From an optimization exercise on the open Yosys and OpenROAD flow, aimed at small area and a short achievable clock period; shortcuts taken in it are not production practice.

==> inputs of run a <==
==> flow/design.v (excerpt) <==
module booth_mul_top(clk, A, B, m, ov);
	input clk;
	input [15:0] A, B;
	output reg [30:0] m;
	output reg ov;
	reg [15:0] a_q, b_q;
	wire [30:0] m_w;
	wire ov_w;
	BoothMUL mul(.A(a_q), .B(b_q), .m(m_w), .ov(ov_w));
	always @(posedge clk) begin
		a_q <= A;
		b_q <= B;
		m <= m_w;
		ov <= ov_w;
	end
endmodule
Settings: LEC_CHECK=0, ABC_AREA=1, CAP_MARGIN=20, CORE_MARGIN=2, CORE_UTILIZATION=50, SLEW_MARGIN=80, SYNTH_HIERARCHICAL=1, SYNTH_MINIMUM_KEEP_SIZE=0; clock period 12.2 ns.
run.sh (not shown) runs the stock make flow with config.mk's settings and CLKGATE_MAP_FILE= SYNTH_SCRIPT=/design/flow/synth_recipe.tcl, a recipe that flattens the netlist after the stock synthesis.
==> run b (differences from run a) <==
--- a/flow/design.v
+++ b/flow/design.v
@@ -563,164 +563,9 @@
 	HA ha244(.a(ci8), .b(c188), .cout(c244), .sum(s243));
 	HA ha246(.a(pp7_16), .b(pp7_15), .cout(c246), .sum(s245));
 	wire [31:0] X = {1'b1, s245, s243, s241, s239, s237, s235, s233, s231, s229, c226, c224, c222, c220, c218, c216, c214, c212, c210, c208, c206, c204, c202, c200, c198, c196, c194, c192, c190, pp1_0, pp0_1, neg0};
 	wire [31:0] Y = {c246, c244, c242, c240, c238, c236, c234, c232, c230, c228, s227, s225, s223, s221, s219, s217, s215, s213, s211, s209, s207, s205, s203, s201, s199, s197, s195, s193, s191, s189, 1'b0, pp0_0};
 	wire [31:0] P;
-	wire [31:0] g = X & Y;
-	wire [31:0] p = X ^ Y;
-	assign G247 = g[1] | (p[1] & g[0]);
-	assign Pq248 = p[1] & p[0];
-	assign G249 = g[2] | (p[2] & G247);
-	assign Pq250 = p[2] & Pq248;
-	assign G251 = g[3] | (p[3] & G249);
-	assign Pq252 = p[3] & Pq250;
-	assign G253 = g[4] | (p[4] & G251);
-	assign Pq254 = p[4] & Pq252;
-	assign G255 = g[5] | (p[5] & G253);
-	assign Pq256 = p[5] & Pq254;
-	assign G257 = g[6] | (p[6] & G255);
-	assign Pq258 = p[6] & Pq256;
-	assign G259 = g[7] | (p[7] & G257);
-	assign Pq260 = p[7] & Pq258;
-	assign G261 = g[8] | (p[8] & G259);
-	assign Pq262 = p[8] & Pq260;
-	assign G263 = g[10] | (p[10] & g[9]);
-	assign Pq264 = p[10] & p[9];
-	assign G265 = g[12] | (p[12] & g[11]);
-	assign Pq266 = p[12] & p[11];
-	assign G267 = g[14] | (p[14] & g[13]);
-	assign Pq268 = p[14] & p[13];
-	assign G269 = g[16] | (p[16] & g[15]);
-	assign Pq270 = p[16] & p[15];
-	assign G271 = g[18] | (p[18] & g[17]);
-	assign Pq272 = p[18] & p[17];
-	assign G273 = g[20] | (p[20] & g[19]);
-	assign Pq274 = p[20] & p[19];
-	assign G275 = g[22] | (p[22] & g[21]);
-	assign Pq276 = p[22] & p[21];
-	assign G277 = g[24] | (p[24] & g[23]);
-	assign Pq278 = p[24] & p[23];
-	assign G279 = g[26] | (p[26] & g[25]);
-	assign Pq280 = p[26] & p[25];
-	assign G281 = g[28] | (p[28] & g[27]);
-	assign Pq282 = p[28] & p[27];
-	assign G283 = g[30] | (p[30] & g[29]);
-	assign Pq284 = p[30] & p[29];
-	assign G285 = g[9] | (p[9] & G261);
-	assign Pq286 = p[9] & Pq262;
-	assign G287 = G263 | (Pq264 & G261);
-	assign Pq288 = Pq264 & Pq262;
-	assign G289 = g[13] | (p[13] & G265);
-	assign Pq290 = p[13] & Pq266;
-	assign G291 = G267 | (Pq268 & G265);
-	assign Pq292 = Pq268 & Pq266;
-	assign G293 = g[17] | (p[17] & G269);
-	assign Pq294 = p[17] & Pq270;
-	assign G295 = G271 | (Pq272 & G269);
-	assign Pq296 = Pq272 & Pq270;
-	assign G297 = g[21] | (p[21] & G273);
-	assign Pq298 = p[21] & Pq274;
-	assign G299 = G275 | (Pq276 & G273);
-	assign Pq300 = Pq276 & Pq274;
-	assign G301 = g[25] | (p[25] & G277);
-	assign Pq302 = p[25] & Pq278;
-	assign G303 = G279 | (Pq280 & G277);
-	assign Pq304 = Pq280 & Pq278;
-	assign G305 = g[29] | (p[29] & G281);
-	assign Pq306 = p[29] & Pq282;
-	assign G307 = G283 | (Pq284 & G281);
-	assign Pq308 = Pq284 & Pq282;
-	assign G309 = g[11] | (p[11] & G287);
-	assign Pq310 = p[11] & Pq288;
-	assign G311 = G265 | (Pq266 & G287);
-	assign Pq312 = Pq266 & Pq288;
-	assign G313 = G289 | (Pq290 & G287);
-	assign Pq314 = Pq290 & Pq288;
-	assign G315 = G291 | (Pq292 & G287);
-	assign Pq316 = Pq292 & Pq288;
-	assign G317 = g[19] | (p[19] & G295);
-	assign Pq318 = p[19] & Pq296;
-	assign G319 = G273 | (Pq274 & G295);
-	assign Pq320 = Pq274 & Pq296;
-	assign G321 = G297 | (Pq298 & G295);
-	assign Pq322 = Pq298 & Pq296;
-	assign G323 = G299 | (Pq300 & G295);
-	assign Pq324 = Pq300 & Pq296;
-	assign G325 = g[27] | (p[27] & G303);
-	assign Pq326 = p[27] & Pq304;
-	assign G327 = G281 | (Pq282 & G303);
-	assign Pq328 = Pq282 & Pq304;
-	assign G329 = G305 | (Pq306 & G303);
-	assign Pq330 = Pq306 & Pq304;
-	assign G331 = G307 | (Pq308 & G303);
-	assign Pq332 = Pq308 & Pq304;
-	assign G333 = g[15] | (p[15] & G315);
-	assign Pq334 = p[15] & Pq316;
-	assign G335 = G269 | (Pq270 & G315);
-	assign Pq336 = Pq270 & Pq316;
-	assign G337 = G293 | (Pq294 & G315);
-	assign Pq338 = Pq294 & Pq316;
-	assign G339 = G295 | (Pq296 & G315);
-	assign Pq340 = Pq296 & Pq316;
-	assign G341 = G317 | (Pq318 & G315);
-	assign Pq342 = Pq318 & Pq316;
-	assign G343 = G319 | (Pq320 & G315);
-	assign Pq344 = Pq320 & Pq316;
-	assign G345 = G321 | (Pq322 & G315);
-	assign Pq346 = Pq322 & Pq316;
-	assign G347 = G323 | (Pq324 & G315);
-	assign Pq348 = Pq324 & Pq316;
-	assign G349 = g[31] | (p[31] & G331);
-	assign Pq350 = p[31] & Pq332;
-	assign G351 = g[23] | (p[23] & G347);
-	assign Pq352 = p[23] & Pq348;
-	assign G353 = G277 | (Pq278 & G347);
-	assign Pq354 = Pq278 & Pq348;
-	assign G355 = G301 | (Pq302 & G347);
-	assign Pq356 = Pq302 & Pq348;
-	assign G357 = G303 | (Pq304 & G347);
-	assign Pq358 = Pq304 & Pq348;
-	assign G359 = G325 | (Pq326 & G347);
-	assign Pq360 = Pq326 & Pq348;
-	assign G361 = G327 | (Pq328 & G347);
-	assign Pq362 = Pq328 & Pq348;
-	assign G363 = G329 | (Pq330 & G347);
-	assign Pq364 = Pq330 & Pq348;
-	assign G365 = G331 | (Pq332 & G347);
-	assign Pq366 = Pq332 & Pq348;
-	assign G367 = G349 | (Pq350 & G347);
-	assign Pq368 = Pq350 & Pq348;
-	assign P[0] = p[0];
-	assign P[1] = p[1] ^ g[0];
-	assign P[2] = p[2] ^ G247;
-	assign P[3] = p[3] ^ G249;
-	assign P[4] = p[4] ^ G251;
-	assign P[5] = p[5] ^ G253;
-	assign P[6] = p[6] ^ G255;
-	assign P[7] = p[7] ^ G257;
-	assign P[8] = p[8] ^ G259;
-	assign P[9] = p[9] ^ G261;
-	assign P[10] = p[10] ^ G285;
-	assign P[11] = p[11] ^ G287;
-	assign P[12] = p[12] ^ G309;
-	assign P[13] = p[13] ^ G311;
-	assign P[14] = p[14] ^ G313;
-	assign P[15] = p[15] ^ G315;
-	assign P[16] = p[16] ^ G333;
-	assign P[17] = p[17] ^ G335;
-	assign P[18] = p[18] ^ G337;
-	assign P[19] = p[19] ^ G339;
-	assign P[20] = p[20] ^ G341;
-	assign P[21] = p[21] ^ G343;
-	assign P[22] = p[22] ^ G345;
-	assign P[23] = p[23] ^ G347;
-	assign P[24] = p[24] ^ G351;
-	assign P[25] = p[25] ^ G353;
-	assign P[26] = p[26] ^ G355;
-	assign P[27] = p[27] ^ G357;
-	assign P[28] = p[28] ^ G359;
-	assign P[29] = p[29] ^ G361;
-	assign P[30] = p[30] ^ G363;
-	assign P[31] = p[31] ^ G365;
+	assign P = X + Y;
 	assign m = P[30:0];
 	assign ov = ~P[31];
 endmodule
==> impl_metrics.tcl <==
set metrics [dict create \
    status "complete, no violations" \
    reg2reg_depth 18 \
    crit_path_end "m[20]" \
    synth-xor-area-share_pct 16.0 \
    final_nets 1159 \
    met2RoutedLength_mm 10.5 \
    series_of_cell_instances_along_the_critical_path "buf_6, nand2_1, nand2_1, o21ai_4, buf_2, buf_2, o22ai_1, xor2_1, fa_1, fa_1, fa_1, fa_1, ha_1, nand4_1, nor2_1, nand4_1, nand3_1, xor2_1" \
    rrSetupSlack_ns 6.93 \
    worst_r2r_endpoint "m[20]" \
]
That was run b.
==> impl_metrics.tcl <==
set metrics [dict create \
    reg2reg_depth 22 \
    status "complete, no violations" \
    worst_r2r_endpoint "m[24]" \
    synth-xor-area-share_pct 16.2 \
    crit_path_end "m[24]" \
    cts.repair.resized 0 \
    rrSetupSlack_ns 6.61 \
    final_nets 1005 \
]
That was run a.
Function was not checked in any run of this note: the RTL went through the layout flow alone.

-- separate check: timing with driven ports --
No port has a modelled driver above. Below, the same layouts with a new extraction and two added sets of constraints.
Step 1 (the two cells are an assumption about what drives the block):
set clk [get_ports {clk}]
set_driving_cell -lib_cell sky130_fd_sc_hd__clkbuf_16 $clk
set_driving_cell -lib_cell sky130_fd_sc_hd__buf_2 [delete_from_list [all_inputs] $clk]
Step 2 times the ports against the registers' clock, not the clock port: input delays grow and output delays shrink by t, the midpoint of the rising clock arrivals with the driver on.
a / b / c = ideal / step 1 / step 2; a / b = the first two.
run	t, ns	setup WS [ns]	hold WS [ns]	worst setup path after step 2	clock arrival spread, ns
run a	0.382	6.607 / 6.607 / 6.607	0.551 / 0.551 / 0.551	register to register	0.008 / 0.008
run b	0.395	6.934 / 6.934 / 6.934	0.648 / 0.648 / 0.648	register to register	0.005 / 0.005
After both steps every run listed still meets setup and hold.
